From an optimization exercise on the open Yosys and OpenROAD flow, aimed at small area; shortcuts taken in it are not production practice.
Function was checked by simulation only, so behaviour that the tests miss may differ from the original.
Power is estimated from default activity; no workload was simulated.

==> run.sh <==
#!/bin/bash
# synth_recipe.tcl (not shown) runs the flow's synth.tcl, then flattens the netlist and writes it again
# the make line also repeats each setting of config.mk as NAME=value (left out here)
make -C /OpenROAD-flow-scripts/flow DESIGN_CONFIG=/design/flow/config.mk WORK_HOME=/design/flow/orfs CLKGATE_MAP_FILE= SYNTH_SCRIPT=/design/flow/synth_recipe.tcl finish
==> config.mk <==
export PLATFORM = sky130hd
export DESIGN_NAME = gyn_datapath
export DESIGN_NICKNAME = gyn_datapath
export VERILOG_FILES = /design/flow/design.v
export SDC_FILE = /design/flow/constraint.sdc
export NUM_CORES = 4
export LEC_CHECK = 0
export CAP_MARGIN = 20
export CORE_MARGIN = 2
export CORE_UTILIZATION = 45
export GPL_ROUTABILITY_DRIVEN = 1
export PLACE_DENSITY = 0.55
export SLEW_MARGIN = 20
==> constraint.sdc <==
create_clock -name core_clock -period 7.0 [get_ports {clk}]
set_input_delay 1.4000 -clock core_clock [delete_from_list [all_inputs] [get_ports {clk}]]
set_output_delay 1.4000 -clock core_clock [all_outputs]
set_load 0.01 [all_outputs]
==> design.v <==
`timescale 1ns / 1ps
module alu64(
    input  [63:0] A,
    input  [63:0] B,
    input  [5:0]  shamt,
    input         c_sub,
    input         c_arith,
    input         c_and,
    input         c_or,
    input         c_xor,
    input         c_shr,
    input         c_seq,
    input         c_sne,
    input         c_slt,
    output [63:0] Z
);
    wire [63:0] bx = B ^ {64{c_sub}};
    wire [65:0] s  = {1'b0, A, 1'b1} + {1'b0, bx, c_sub};
    wire [63:0] sum  = s[64:1];
    wire        cout = s[65];
    wire [63:0] vx = A ^ B;
    wire        eq = ~|vx;
    wire [63:0] shr = A >> shamt;
    assign Z = ({64{c_arith}} & sum)
             | ({64{c_and}} & (A & B))
             | ({64{c_or}}  & (A | B))
             | ({64{c_xor}} & vx)
             | ({64{c_shr}} & shr)
             | {63'b0, (c_seq & eq) | (c_sne & ~eq) | (c_slt & ~cout)};
endmodule
`timescale 1ns / 1ps
module controller(
    input            clk,
    input      [5:0] opcode,
    output reg       c_sub,     
    output reg       c_arith,   
    output reg       c_and,
    output reg       c_or,
    output reg       c_xor,
    output reg       c_shr,
    output reg       c_seq,
    output reg       c_sne,
    output reg       c_slt,
    output reg       alusrc,
    output reg       memtoreg,
    output reg       memWrite,
    output reg       regWrite,
    output reg       branch,
    output reg       jump,
    output reg       jal,
    output           is_jal     
);
    reg sub, arith, an, o, x, shr, seq, sne, slt, src, m2r, memw, regw, br, j, jl;
    assign is_jal = (opcode == 6'b11_1011);
    always @(*) begin
        sub = 1'b0; arith = 1'b1; an = 1'b0; o = 1'b0; x = 1'b0; shr = 1'b0;
        seq = 1'b0; sne = 1'b0; slt = 1'b0; src = 1'b0; m2r = 1'b0; memw = 1'b0;
        regw = 1'b0; br = 1'b0; j = 1'b0; jl = 1'b0;
        case (opcode)
            6'b00_0000: regw = 1'b1;                                   
            6'b00_0011: begin src = 1'b1; memw = 1'b1; end             
            6'b00_0110: begin src = 1'b1; regw = 1'b1; m2r = 1'b1; end  
            6'b00_1000: j = 1'b1;                                      
            6'b00_1001: br = 1'b1;                                     
            6'b00_1110: regw = 1'b1;                                   
            6'b00_1111: begin src = 1'b1; regw = 1'b1; end             
            6'b01_0001: begin sub = 1'b1; regw = 1'b1; end             
            6'b01_0010: begin sub = 1'b1; src = 1'b1; regw = 1'b1; end  
            6'b01_0011: begin arith = 1'b0; an = 1'b1; regw = 1'b1; end              
            6'b01_0100: begin arith = 1'b0; o = 1'b1; regw = 1'b1; end               
            6'b01_0101: begin arith = 1'b0; x = 1'b1; regw = 1'b1; end               
            6'b01_1000: begin arith = 1'b0; shr = 1'b1; regw = 1'b1; end             
            6'b01_1001: begin arith = 1'b0; an = 1'b1; src = 1'b1; regw = 1'b1; end  
            6'b01_1010: begin arith = 1'b0; o = 1'b1; src = 1'b1; regw = 1'b1; end   
            6'b01_1011: begin arith = 1'b0; x = 1'b1; src = 1'b1; regw = 1'b1; end   
            6'b01_1101: begin arith = 1'b0; sub = 1'b1; slt = 1'b1; regw = 1'b1; end  
            6'b10_0001: begin arith = 1'b0; seq = 1'b1; regw = 1'b1; end             
            6'b10_0010: begin arith = 1'b0; sne = 1'b1; regw = 1'b1; end             
            6'b11_1011: begin j = 1'b1; jl = 1'b1; regw = 1'b1; end    
            default: ;
        endcase
    end
    always @(posedge clk) begin
        c_sub <= sub; c_arith <= arith; c_and <= an; c_or <= o; c_xor <= x;
        c_shr <= shr; c_seq <= seq; c_sne <= sne; c_slt <= slt;
        alusrc <= src; memtoreg <= m2r; memWrite <= memw; regWrite <= regw;
        branch <= br; jump <= j; jal <= jl;
    end
endmodule
`timescale 1ns / 1ps
module gyn_regfile8(
    input         CLK,
    input         reset,
    input         wena,       
    input  [1:0]  wthread,
    input  [2:0]  waddr,
    input  [71:0] wdata,
    input  [1:0]  rthread,
    input  [3:0]  r0addr,
    input  [3:0]  r1addr,
    output [71:0] r0data,
    output [71:0] r1data
);
    reg [72*28-1:0] R;        
    reg [27:0] valid;
    genvar t, r;
    generate
        for (t = 0; t < 4; t = t + 1) begin : g_t
            for (r = 1; r < 8; r = r + 1) begin : g_r
                wire we = wena && (wthread == t) && (waddr == r);
                always @(posedge CLK) begin
                    if (we) R[72*(t*7+r-1) +: 72] <= wdata;
                    if (reset) valid[t*7+r-1] <= 1'b0;
                    else if (we) valid[t*7+r-1] <= 1'b1;
                end
            end
        end
    endgenerate
    wire [72*8-1:0] T;        
    assign T[71:0] = 72'b0;
    generate
        for (r = 1; r < 8; r = r + 1) begin : g_sel
            wire s0 = (rthread == 2'd0) & valid[0*7+r-1];
            wire s1 = (rthread == 2'd1) & valid[1*7+r-1];
            wire s2 = (rthread == 2'd2) & valid[2*7+r-1];
            wire s3 = (rthread == 2'd3) & valid[3*7+r-1];
            assign T[72*r +: 72] = ({72{s0}} & R[72*(0*7+r-1) +: 72]) | ({72{s1}} & R[72*(1*7+r-1) +: 72])
                        | ({72{s2}} & R[72*(2*7+r-1) +: 72]) | ({72{s3}} & R[72*(3*7+r-1) +: 72]);
        end
    endgenerate
    wire [7:0] a0 = 8'd1 << r0addr[2:0];
    wire [7:0] a1 = 8'd1 << r1addr[2:0];
    wire [7:1] p0 = a0[7:1] & {7{~r0addr[3]}};
    wire [7:1] p1 = a1[7:1] & {7{~r1addr[3]}};
    assign r0data = ({72{p0[1]}} & T[72*1 +: 72]) | ({72{p0[2]}} & T[72*2 +: 72]) | ({72{p0[3]}} & T[72*3 +: 72])
                  | ({72{p0[4]}} & T[72*4 +: 72]) | ({72{p0[5]}} & T[72*5 +: 72]) | ({72{p0[6]}} & T[72*6 +: 72])
                  | ({72{p0[7]}} & T[72*7 +: 72]);
    assign r1data = ({72{p1[1]}} & T[72*1 +: 72]) | ({72{p1[2]}} & T[72*2 +: 72]) | ({72{p1[3]}} & T[72*3 +: 72])
                  | ({72{p1[4]}} & T[72*4 +: 72]) | ({72{p1[5]}} & T[72*5 +: 72]) | ({72{p1[6]}} & T[72*6 +: 72])
                  | ({72{p1[7]}} & T[72*7 +: 72]);
endmodule
`timescale 1ns / 1ps
module gyn_datapath(
	input clk,
	input reset,
	input [1:0] thread_num,
	input [8:0] instrMem_addr,
	input [31:0] instrMemOut,
	input [71:0] dMemOut,
	output [7:0] dMemAddr,
	output [71:0] dMemIn,
	output dMem_wena,
	output PCsel,
	output [8:0]  jump_address,
	output regfile_wena,
	output [1:0] regfile_wthread,
	output [3:0] regfile_waddr,
	output [71:0] regfile_wdata
);
	reg [1:0] thr1;
	reg [8:0] link1;
	always @(posedge clk) begin
		if (reset) begin
			thr1 <= 2'd0;
			link1 <= 9'd0;
		end else begin
			thr1 <= thread_num;
			link1 <= instrMem_addr;
		end
	end
	wire c_sub, c_arith, c_and, c_or, c_xor, c_shr, c_seq, c_sne, c_slt;
	wire alusrc2, memtoreg2, memWrite2, regWrite2, branch2, jump2, jal2;
	wire is_jal1;
	controller ctrller(
		.clk(clk), .opcode(instrMemOut[31:26]),
		.c_sub(c_sub), .c_arith(c_arith), .c_and(c_and), .c_or(c_or), .c_xor(c_xor),
		.c_shr(c_shr), .c_seq(c_seq), .c_sne(c_sne), .c_slt(c_slt),
		.alusrc(alusrc2), .memtoreg(memtoreg2), .memWrite(memWrite2),
		.regWrite(regWrite2), .branch(branch2), .jump(jump2), .jal(jal2),
		.is_jal(is_jal1)
	);
	reg [1:0]  thr2;
	reg [3:0]  dest2;
	reg [13:0] imm2;      
	reg [3:0]  ra2, rb2;
	always @(posedge clk) begin
		thr2 <= thr1;
		ra2 <= instrMemOut[21:18];
		rb2 <= instrMemOut[17:14];
		if (reset) begin
			dest2 <= 4'd0;
			imm2 <= 14'd0;
		end else begin
			dest2 <= instrMemOut[25:22];
			imm2 <= is_jal1 ? {5'd0, link1} : instrMemOut[13:0];
		end
	end
	reg        we5;
	reg [1:0]  thr5;
	reg [2:0]  addr5;
	reg [71:0] data5;
	wire [71:0] ra_data, rb_data;
	gyn_regfile8 registerFile(
		.CLK(clk), .reset(reset),
		.wena(we5), .wthread(thr5), .waddr(addr5), .wdata(data5),
		.rthread(thr2), .r0addr(ra2), .r1addr(rb2),
		.r0data(ra_data), .r1data(rb_data)
	);
	wire [63:0] aluB = alusrc2 ? {{50{imm2[13]}}, imm2} : rb_data[63:0];
	wire [63:0] aluOut;
	alu64 alu(
		.A(ra_data[63:0]), .B(aluB), .shamt(imm2[13:8]),
		.c_sub(c_sub), .c_arith(c_arith), .c_and(c_and), .c_or(c_or), .c_xor(c_xor),
		.c_shr(c_shr), .c_seq(c_seq), .c_sne(c_sne), .c_slt(c_slt),
		.Z(aluOut)
	);
	wire [8:0] link_p1 = imm2[8:0] + 9'd1;
	wire jal_m = jal2 & ~reset;
	reg [63:0] Z3;
	reg [71:0] rb3;
	reg [8:0]  ja3;
	reg [7:0]  ctrlA3;    
	reg [1:0]  thr3;
	reg [3:0]  dest3;
	reg memWrite3, regWrite3, memtoreg3, branch3, jump3, jal3;
	always @(posedge clk) begin
		Z3 <= {aluOut[63:9], jal_m ? link_p1[8] : aluOut[8], aluOut[7:0]};
		rb3 <= rb_data;
		ja3 <= ra_data[8:0];
		ctrlA3 <= jal_m ? link_p1[7:0] : ra_data[71:64];
		dest3 <= dest2;
		if (reset) begin
			thr3 <= 2'd0;
			memWrite3 <= 1'b0;
			regWrite3 <= 1'b0;
			memtoreg3 <= 1'b0;
			branch3 <= 1'b0;
			jump3 <= 1'b0;
			jal3 <= 1'b0;
		end else begin
			thr3 <= thr2;
			memWrite3 <= memWrite2;
			regWrite3 <= regWrite2;
			memtoreg3 <= memtoreg2;
			branch3 <= branch2;
			jump3 <= jump2;
			jal3 <= jal2;
		end
	end
	assign dMemAddr = Z3[7:0];
	assign dMemIn = rb3;
	assign dMem_wena = memWrite3;
	assign PCsel = (branch3 & rb3[0]) | jump3;
	assign jump_address = ja3;
	reg [63:0] alu4;
	reg [7:0]  ctrl4;
	reg [1:0]  thr4;
	reg [3:0]  dest4;
	reg regWrite4, memtoreg4;
	wire kill = reset | jal3;
	always @(posedge clk) begin
		thr4 <= thr3;
		regWrite4 <= regWrite3;
		memtoreg4 <= memtoreg3;
		alu4[63:9] <= kill ? 55'd0 : Z3[63:9];
		alu4[8] <= reset ? 1'b0 : Z3[8];
		alu4[7:0] <= reset ? 8'd0 : (jal3 ? ctrlA3 : Z3[7:0]);
		ctrl4 <= kill ? 8'd0 : ctrlA3;
		dest4 <= reset ? 4'd0 : dest3;
	end
	assign regfile_wena = regWrite4;
	assign regfile_wthread = thr4;
	assign regfile_waddr = dest4;
	assign regfile_wdata = memtoreg4 ? dMemOut : {ctrl4, alu4};
	always @(posedge clk) begin
		we5 <= ~reset & regWrite4 & ~dest4[3] & (dest4[2:0] != 3'd0);
		thr5 <= thr4;
		addr5 <= dest4[2:0];
		data5 <= regfile_wdata;
	end
endmodule
==> summary.txt <==
The routed design has 490,000 um of wire. The fraction of final layout cells sized beyond drive strength 1 came out at 18.5%. The flop-to-flop setup slack is -0.01 ns. The post-synth net total came out at 7,650.

The number of levels the H-tree was split into came out at 5. The count of buffers added on input and output ports is 286. The placed standard-cell area came out at ~0.11 mm2. The clock buffer count from CTS came out at about 280. The aggregate global routing overflow came out at 0.

The area of the placeable core came out at between 0.2 and 0.25 mm2. The total I/O pin count came out at between 200 and 300. The share of synthesized flip-flops with an asynchronous set or reset is 0%.

The utilization after layout came out at a little over half. The number of antenna violations at the first check in global routing was 50. The flow ran to the end, but the layout failed its checks. STA puts the critical path data required time at approximately 8 ns. By startpoint and endpoint, the worst setup path is classified as register to register. The post-layout instance count excluding filler cells came out at around 11k.

The routed length per placed instance came out at 43.2 um. The run did not pass the layout checks because of setup timing. The post-route clock skew is 0.0503 ns. The post-layout net count came out at 8,411. The sink count of the clock tree came out at roughly 2.4k. Final hold analysis gives a worst-case slack of approximately 0.32 ns.

The relative max-transition margin is 14.1%. The average footprint of a synthesized cell came out at 14.0 um2. The period utilization came out at 100%. The first-pass GRT wire length is 646,000 um. Counting tap cells, the placed design contains a total of between 10k and 15k instances. In this run the static leakage power is around 43 nW. The post-route total power came out at 32.8 mW. The final number of setup-violating endpoints is 1. The number of standard cells after synthesis is around 7.3k. The final number of max-transition violations was 0. The number of storage elements in the synthesis netlist is ~2.4k. The number of failing hold endpoints at the final stage came out at 0. For the pin with the worst max-slew slack, the measured transition is roughly 1.3 ns. The via-per-instance ratio came out at roughly 6.9. Synthesis instantiated ~110 different standard cells from the library. The die width is 481 um. The total die area came out at about 0.23 mm2. Sequential cells were found to cover 67.0% of the synthesized design area. The sum of net half-perimeters after detailed placement is around 350,000 um. The total standard cell area after synthesis is 0.103 mm2.

VDD sags by at most approximately 0.27 mV. The clock period minus final worst setup slack came out at roughly 7 ns. Clock-pin slew was measured on the worst setup and hold paths at around 0.070 ns. The number of iterations in the first detailed-routing pass came out at 8.

The biggest area contributor in the post-synthesis netlist is sky130_fd_sc_hd__edfxtp_1. The flip-flop cell with the highest count after synthesis is sky130_fd_sc_hd__edfxtp_1. The upper clock frequency limit came out at ~0.14 GHz. Of all nets on the critical path, the largest fanout is 25. The synthesis-to-finish area growth came out at 19.5%.

The initial utilization of the core area, before any placement, comes to 45.2%. The number of enable-type register cells in the synthesized netlist came out at roughly 2k. The arrival time at the worst endpoint came out at about 7.8 ns. The worst min-delay path class is register to register. The number of DRC violations after detailed-routing iteration 0 came out at ~13k.

The CTS tree is built. In this run the remaining antenna-violating nets after routing total 0. The detailed-route DRC error count came out at 0. Detailed routing inserted a total of 78.4k vias. The number of global-route vias before repair is 72.9k. The number of warnings issued by yosys came out at 3. The die is around 480 um tall.

The power per cell area is approximately 270 mW/mm2. The area share of the leading cell type in the synthesized netlist is 59.0%. The worst setup path is launched from a register.

The buffer depth of the longest clock path came out at 4. The maximum number of pins on one net before global-route repair is roughly 130. The max-cap check violation count is 0. In this run the clock root is driven by a sky130_fd_sc_hd__clkbuf_16. STA classifies the critical path endpoint as a register. Setup repair after global routing left no endpoint under its margin. The fill cell total of the finished layout came out at between 15k and 20k. After routing the design area is approximately 0.12 mm2. Routability-driven placement finished with a final weighted congestion of 1.00.

The overall global routing resource usage is between 40% and 50%. The number of rows created at floorplan came out at between 150 and 200. After layout, the worst setup slack is -0.0130 ns. The clock latency reported for the late side of the worst-skew pair is 0.97 ns.

By area the synthesized netlist is led by sky130_fd_sc_hd__edfxtp_1, sky130_fd_sc_hd__dfxtp_1, sky130_fd_sc_hd__a221oi_1.
==> synth_stat cells, types with 138 or more instances <==
cell / n
sky130_fd_sc_hd__inv_1: 165
sky130_fd_sc_hd__clkbuf_1: 371
sky130_fd_sc_hd__ha_1: 198
sky130_fd_sc_hd__dfxtp_1: 406
sky130_fd_sc_hd__o21ai_0: 302
sky130_fd_sc_hd__nor2_1: 369
sky130_fd_sc_hd__nand2_1: 386
sky130_fd_sc_hd__a21oi_1: 333
sky130_fd_sc_hd__o22ai_1: 153
sky130_fd_sc_hd__a22o_1: 237
sky130_fd_sc_hd__a22oi_1: 285
sky130_fd_sc_hd__a221oi_1: 415
sky130_fd_sc_hd__a221o_1: 138
sky130_fd_sc_hd__edfxtp_1: 2016
==> worst max-delay path: stages, from the launching register on <==
cell	delay (ns)
sky130_fd_sc_hd__dfxtp_4	0.50
sky130_fd_sc_hd__buf_12	0.25
sky130_fd_sc_hd__and3_1	0.34
sky130_fd_sc_hd__a22o_1	0.24
sky130_fd_sc_hd__a221oi_1	0.78
sky130_fd_sc_hd__o22ai_1	0.23
sky130_fd_sc_hd__nor3_1	0.24
sky130_fd_sc_hd__nand2_1	0.37
sky130_fd_sc_hd__o21ai_0	0.35
sky130_fd_sc_hd__buf_4	0.27
sky130_fd_sc_hd__xnor2_1	0.09
sky130_fd_sc_hd__ha_1	0.38
sky130_fd_sc_hd__nand2_1	0.11
sky130_fd_sc_hd__nor2_1	0.08
sky130_fd_sc_hd__buf_4	0.13
sky130_fd_sc_hd__nand3_1	0.08
sky130_fd_sc_hd__a21oi_1	0.05
sky130_fd_sc_hd__buf_4	0.15
sky130_fd_sc_hd__buf_4	0.13
sky130_fd_sc_hd__nor2_1	0.27
sky130_fd_sc_hd__o21ai_0	0.27
sky130_fd_sc_hd__o311a_1	0.45
sky130_fd_sc_hd__o41a_1	0.40
sky130_fd_sc_hd__a221oi_1	0.34
sky130_fd_sc_hd__xor2_1	0.18
sky130_fd_sc_hd__o221ai_1	0.15
==> path summary, 6_finish.rpt <==
kind,cells past startpoint,start,to
min,0,memtoreg3$_SDFF_PP0_,memtoreg4$_DFF_P_
max,25,thr2[1]$_DFF_P_,Z3[48]$_DFF_P_
max reg2reg,25,thr2[1]$_DFF_P_,Z3[48]$_DFF_P_
min reg2reg,0,memtoreg3$_SDFF_PP0_,memtoreg4$_DFF_P_
==> metal layers <==
metal	track usage (%)	share of wire [%]	vias up
met5	0	0.039	-
met4	22.6	6.6	26
met3	15.3	14	1380
met2	59.9	42	6305
met1	53.7	37	39800
li1	-	-	30900
==> stage by stage <==
stage / TNS, ns / setup WS (ns)
after floorplan: 0 / 1.37
after global placement: -0.146 / -0.0693
after detailed placement: -0.142 / -0.0770
after CTS: 0 / 0.0519
after global routing: 0 / 0.0109
final: -0.0130 / -0.0130
==> power breakdown <==
group | internal [mW] | total, mW | switching, mW
registers | 15.9 | 16.2 | 0.300
logic | 0.807 | 2.45 | 1.65
clock network | 8.24 | 14.1 | 5.90
==> registers in the layout (all words and copies together), names as in the netlist, 4 cells and up <==
signal / cells
imm2: 14
dest4: 4
registerFile.valid: 28
ctrl4: 8
alu4: 64
ja3: 9
data5: 72
ra2: 4
rb2: 4
Z3: 64
rb3: 72
dest2: 4
ctrlA3: 8
link1: 9
registerFile.R: 2016
dest3: 4
==> layout make-up <==
class | instances | area [um2] | area share [%]
Inverter | 175 | 663 | 0.541
Multi-Input combinational cell | 4173 | 31400 | 25.6
Tap cell | 3009 | 3760 | 3.07
Sequential cell | 2422 | 68700 | 56.1
Antenna cell | 34 | 85.1 | 0.0694
Timing Repair Buffer | 1047 | 9260 | 7.56
Clock inverter | 106 | 942 | 0.769
Clock buffer | 373 | 7680 | 6.27
==> kinds of logic after synthesis <==
family	count (synthesis)	synth area share (%)
buffers and inverters	740	3.09
flip-flops	2422	67.0
multiplexers	256	3.44
AO/OA/AOI/OAI	2310	16.7
adder cells (fa/ha/maj)	198	2.42
AND/OR/NAND/NOR	1283	6.30
XOR/XNOR	126	1.08
==> placed cells by master, fill, tap and decap left out, types with 33 or more instances in the layout <==
cell type	synthesis	layout
sky130_fd_sc_hd__a211oi_1	67	67
sky130_fd_sc_hd__a21o_1	50	50
sky130_fd_sc_hd__a21oi_1	333	333
sky130_fd_sc_hd__a221o_1	138	138
sky130_fd_sc_hd__a221oi_1	415	412
sky130_fd_sc_hd__a22o_1	237	237
sky130_fd_sc_hd__a22oi_1	285	285
sky130_fd_sc_hd__and2_1	105	92
sky130_fd_sc_hd__buf_12	0	51
sky130_fd_sc_hd__buf_4	19	707
sky130_fd_sc_hd__clkbuf_1	371	69
sky130_fd_sc_hd__clkbuf_16	0	289
sky130_fd_sc_hd__clkdlybuf4s50_1	0	285
sky130_fd_sc_hd__clkinv_1	3	41
sky130_fd_sc_hd__clkinv_2	0	35
sky130_fd_sc_hd__dfxtp_1	406	368
sky130_fd_sc_hd__dfxtp_2	0	34
sky130_fd_sc_hd__diode_2	0	34
sky130_fd_sc_hd__edfxtp_1	2016	2016
sky130_fd_sc_hd__ha_1	198	198
sky130_fd_sc_hd__inv_1	165	164
sky130_fd_sc_hd__mux2_2	87	87
sky130_fd_sc_hd__mux2i_1	100	99
sky130_fd_sc_hd__mux4_2	68	68
sky130_fd_sc_hd__nand2_1	386	382
sky130_fd_sc_hd__nand3_1	66	61
sky130_fd_sc_hd__nand4_1	33	33
sky130_fd_sc_hd__nor2_1	369	336
sky130_fd_sc_hd__nor2_4	0	33
sky130_fd_sc_hd__nor2b_1	63	46
sky130_fd_sc_hd__o21ai_0	302	295
sky130_fd_sc_hd__o221ai_1	39	39
sky130_fd_sc_hd__o22ai_1	153	153
sky130_fd_sc_hd__xnor2_1	98	98
==> timing repair <==
action | 4_1_cts | 5_1_grt
hold buffers | 0 | 0
endpoints found under the setup margin | 2 | 14
pin swaps | 0 | 1
setup buffers | 1 | 1
resized for setup | 2 | 16
gates cloned | 0 | 0

==> afterwards: timing with drivers on the ports <==
In the flow no input, the clock included, has a driving cell. The finished layout below was timed again as built, in two steps. Step 1 (the two cells are an assumption about what drives the block):
set clk [get_ports {clk}]
set_driving_cell -lib_cell sky130_fd_sc_hd__clkbuf_16 $clk
set_driving_cell -lib_cell sky130_fd_sc_hd__buf_2 [delete_from_list [all_inputs] $clk]
Step 2 also shifts input and output timing later by t, the mid clock arrival at the registers, as if the neighbouring blocks saw the same clock. a / b / c = ideal ports / drivers / drivers and shift; a / b = the first two.
t (ns): 1.034
setup WS [ns]: -0.013 / -0.013 / -0.013
worst slew at a driven data input, ns: 0.08
pins driven straight from the clock port: 1
The setup slack of this run moves by 0.000 ns with the drivers and by 0.000 ns with both steps.
